This is an optimization exercise on Yosys and OpenROAD, whose aim is small area, not a production implementation.
Function was checked by simulation only, so behaviour that the tests miss may differ from the original.
Power figures rest on the tool's default switching activity, not on a simulated workload.

==> module main, before the edit <==
module main (clk, rst, zeroLevel, mediaLevel, highLevel ,sp512, sn512, sn64, sp8, sn1, sinput, szero,sck,cs,miso,mosi);
    input clk, rst, zeroLevel, mediaLevel, highLevel;
    output wire sp512, sn512, sinput, szero;
    output reg sn64,sp8, sn1;
    input wire sck;
    input wire cs;
    output wire miso;
    input wire mosi;
    localparam W = 14;
    wire p0, p1, p2, p122, p126, p247;
    wire tick;
    wire ft;
    wire ru;
    reg act;
    wire sRD  = act && rundownreg;
    wire sN64 = act && sn64;
    wire sP8  = act && sp8;
    wire sN1  = act && sn1;
    reg rundownreg;
    wire start;
    wire isrunup;
    wire runupw;
    wire modestN, modestP;
    wire rdown;
    reg [W-1:0] pwmNB, pwmPB;
    wire [2:0] nrun;
    reg [2:0] stNrun;
    reg [W-1:0] stpwmNB, stpwmPB;
    reg [11:0] strundown;
    reg [7:0]  stN64;
    reg [7:0]  stP8;
    reg [7:0]  stN1;
    reg [11:0] trundown;
    reg [7:0]  tN64;
    reg [7:0]  tP8;
    reg [7:0]  tN1;
    reg [2:0]  error;
    wire [2:0] nplc;
    wire sgrundown;
    wire startRise;
    reg [1:0] vcnt;
    wire valid = vcnt[1];
    wire [W-1:0] stpwmPA;
    function [W-1:0] tfun;
        input [2:0] n;
        integer i, j;
        reg [W-1:0] t;
        begin
            for(i = 0; i < W; i = i + 1) begin
                tfun[i] = 1'b0;
                for(j = 0; j < 8; j = j + 1) begin
                    t = j * 2000;
                    if(t[i] && n == j)
                        tfun[i] = 1'b1;
                end
            end
        end
    endfunction
    wire [W-1:0] nruns = tfun(stNrun);
    genvar gi;
    wire [W:0] brw;
    assign brw[0] = 1'b0;
    generate
        for(gi = 0; gi < W; gi = gi + 1) begin : sub
            assign stpwmPA[gi] = nruns[gi] ^ stpwmPB[gi] ^ brw[gi];
            assign brw[gi+1] = (!nruns[gi] && (stpwmPB[gi] || brw[gi])) || (stpwmPB[gi] && brw[gi]);
        end
    endgenerate
    assign ru = (start && !ft) || sinput || (rdown && (ft || nrun == 3'd0))
              || (szero && ft && nrun == 3'd0);
    assign isrunup = ru;
    assign sp512 = isrunup? runupw: rundownreg;
    assign sgrundown = rdown && (nrun != 3'd0);
    clkgen tb0(.clk(clk), .rst(rst), .tick(tick), .ft(ft), .p0(p0), .p1(p1), .p2(p2), .p122(p122), .p126(p126), .p247(p247));
    siggen gen(.clk(clk),.en(tick),.rst(rst),.npl(nplc),.zero(szero),.runup(sinput),.start(start),.startRise(startRise),.nrun(nrun),.rdown(rdown));
    pwmgen pwmN(.clk(clk), .rst(rst), .enable(sinput), .mode(!mediaLevel), .p0(p0), .p2(p2), .p122(p122), .p126(p126), .p247(p247), .pwm(sn512), .modest(modestN));
    pwmgen pwmP(.clk(clk), .rst(rst), .enable(sinput), .mode(highLevel), .p0(p0), .p2(p2), .p122(p122), .p126(p126), .p247(p247), .pwm(runupw), .modest(modestP));
    spi aaa(.stpwmNB(stpwmNB), .stpwmPA(stpwmPA), .stpwmPB(stpwmPB), .strundown(strundown),
            .stN64(stN64), .stP8(stP8), .stN1(stN1), .valid(valid), .sck(sck), .cs(cs),.mosi(mosi), .miso(miso), .error(error), .nplc(nplc), .msclk(clk), .rst(rst));
    always @(posedge clk or negedge rst)
    begin
        if(!rst)
            vcnt <= 2'b0;
        else if(startRise)
            vcnt <= {vcnt[1] | vcnt[0], 1'b1};
    end
    wire pev = sinput && p1;
    always @(posedge clk)
    begin
        if(start) begin
            pwmNB <= {W{1'b0}};
            pwmPB <= {W{1'b0}};
        end
        else begin
            pwmNB <= pwmNB + (pev && modestN);
            pwmPB <= pwmPB + (pev && modestP);
        end
    end
    always @(posedge clk)
    begin
        if(startRise) begin
            stpwmNB <= pwmNB;
            stpwmPB <= pwmPB;
            stNrun <= nrun;
            strundown <= trundown;
            stN64 <= tN64;
            stP8 <= tP8;
            stN1 <= tN1;
        end
    end
    wire live = !szero;
    wire goRD     = live && ru && sgrundown;
    wire rdCount  = live && sRD && zeroLevel && (trundown != 12'd4095);
    wire n64Enter = live && sRD && !zeroLevel;
    wire n64Count = live && sN64 && !zeroLevel && (trundown != 12'd255);
    wire p8Enter  = live && sN64 && zeroLevel;
    wire p8Count  = live && sP8 && zeroLevel && (trundown != 12'd255);
    wire n1Enter  = live && sP8 && !zeroLevel;
    wire n1Count  = live && sN1 && !zeroLevel && (trundown != 12'd255);
    always @(posedge clk)
    begin
        if(goRD) begin
            trundown <= 12'b1;
            tN64 <= 8'b0;
            tP8 <= 8'b0;
            tN1 <= 8'b0;
        end
        else begin
            trundown <= trundown + rdCount;
            tN64 <= tN64 + (n64Enter || n64Count);
            tP8 <= tP8 + (p8Enter || p8Count);
            tN1 <= tN1 + (n1Enter || n1Count);
        end
    end
    always @(posedge clk or negedge rst)
    begin
        if(!rst) begin
            act <= 1'b0;
            sn64 <= 1'b0;
            sp8 <= 1'b0;
            sn1 <= 1'b0;
            rundownreg  <= 1'b1;
            error <= 3'b0;
        end
        else if(szero) begin
            sn1 <= 1'b0;
            sp8 <= 1'b0;
            sn64 <= 1'b0;
            rundownreg <= 1'b0;
            act <= 1'b0;
        end
        else begin
            if(ru && sgrundown) begin
                rundownreg  <= 1'b1;
                act <= zeroLevel;
                error <= zeroLevel ? 3'd0 : 3'd1;
            end
            if(sRD) begin
                if(zeroLevel) begin
                    if(trundown == 12'd4095) begin
                        error <= 3'd2;
                        act <= 1'b0;
                    end
                end
                else begin
                    rundownreg  <= 1'b0;
                    sn64 <= 1'b1;
                end
            end
            if(sN64) begin
                if(!zeroLevel) begin
                    if(trundown == 12'd255) begin
                        error <= 3'd3;
                        act <= 1'b0;
                    end
                end
                else begin
                    sn64  <= 1'b0;
                    sp8 <= 1'b1;
                end
            end
            if(sP8) begin
                if(zeroLevel) begin
                    if(trundown == 12'd255) begin
                        error <= 3'd4;
                        act <= 1'b0;
                    end
                end
                else begin
                    sp8  <= 1'b0;
                    sn1 <= 1'b1;
                end
            end
            if(sN1) begin
                if(!zeroLevel) begin
                    if(trundown == 12'd255) begin
                        error <= 3'd5;
                        act <= 1'b0;
                    end
                end
                else begin
                    sn1  <= 1'b0;
                    act <= 1'b0;
                end
            end
        end
    end
endmodule
Settings: LEC_CHECK=0, CAP_MARGIN=20, CORE_MARGIN=2, CORE_UTILIZATION=60, SLEW_MARGIN=20; clock period 10.0 ns.
standard.sh (not shown) runs the stock make flow with config.mk's settings and CLKGATE_MAP_FILE= SYNTH_SCRIPT=/design/flow/synth_recipe.tcl, a recipe that flattens the netlist after the stock synthesis.
==> flow/flow/run.sh <==
#!/bin/bash
# Layout: the standard flow (standard.sh, standard synthesis unchanged)
# with settings of its own, passed to ORFS through the environment:
#  - clock tree synthesis: no dummy loads, clkbuf_16 leaf buffers, small
#    root and tree buffers (the design has large timing slack)
#  - port buffering: every input and output port still gets a buffer, a buf_1
# The make output goes to standard.log here; ORFS keeps its per-step logs
# under orfs/logs.
set -euo pipefail
export CTS_ARGS="-sink_clustering_enable -repair_clock_nets -dont_use_dummy_load -sink_clustering_size 30 -sink_clustering_max_diameter 100 -buf_list sky130_fd_sc_hd__clkbuf_16 -root_buf sky130_fd_sc_hd__clkbuf_2 -tree_buf sky130_fd_sc_hd__clkbuf_2"
export BUFFER_PORTS_ARGS="-buffer_cell sky130_fd_sc_hd__buf_1"
bash standard.sh > standard.log 2>&1
Next try:
--- a/flow/design.v
+++ b/flow/design.v
@@ -252,17 +252,17 @@
     localparam W = 14;
     wire p0, p1, p2, p122, p126, p247;
     wire tick;
     wire ft;
     wire ru;
     reg act;
+    reg rundownreg;
     wire sRD  = act && rundownreg;
     wire sN64 = act && sn64;
     wire sP8  = act && sp8;
     wire sN1  = act && sn1;
-    reg rundownreg;
     wire start;
     wire isrunup;
     wire runupw;
     wire modestN, modestP;
     wire rdown;
     reg [W-1:0] pwmNB, pwmPB;
Worst hold slack does not change.
Combinational power is about the same.
Utilization does not change.
Total power does not change.
Wire length does not change.
Non-clock buffer count does not change.
Final area does not change.
Sequential share of layout area does not change.
Worst setup slack stays the same.
Global-route usage is unchanged.
Clock power barely changes.
Sequential power is about the same.
Flip-flop and latch count stays the same.

## port drivers added, routing unchanged
The flow's constraints put no driver on any port. The routed layouts listed below were extracted and timed again, unchanged, in two steps.
Step 1 assumes that a clkbuf_16 drives the clock port and a buf_2 every other input.
Step 2 also shifts input and output timing later by t, the mid clock arrival at the registers, as if the neighbouring blocks saw the same clock.
Three values: no drivers, after step 1, after step 2; two values: the first two.
run | shift t [ns] | setup slack, ns | worst hold slack (ns) | worst slew at a driven data input, ns
the first run | 0.663 | 4.661 / 4.661 / 4.661 | 0.357 / 0.357 / 0.357 | 0.05
the second run | 0.663 | 4.661 / 4.661 / 4.661 | 0.357 / 0.357 / 0.357 | 0.05
After both steps every run listed still meets setup and hold.
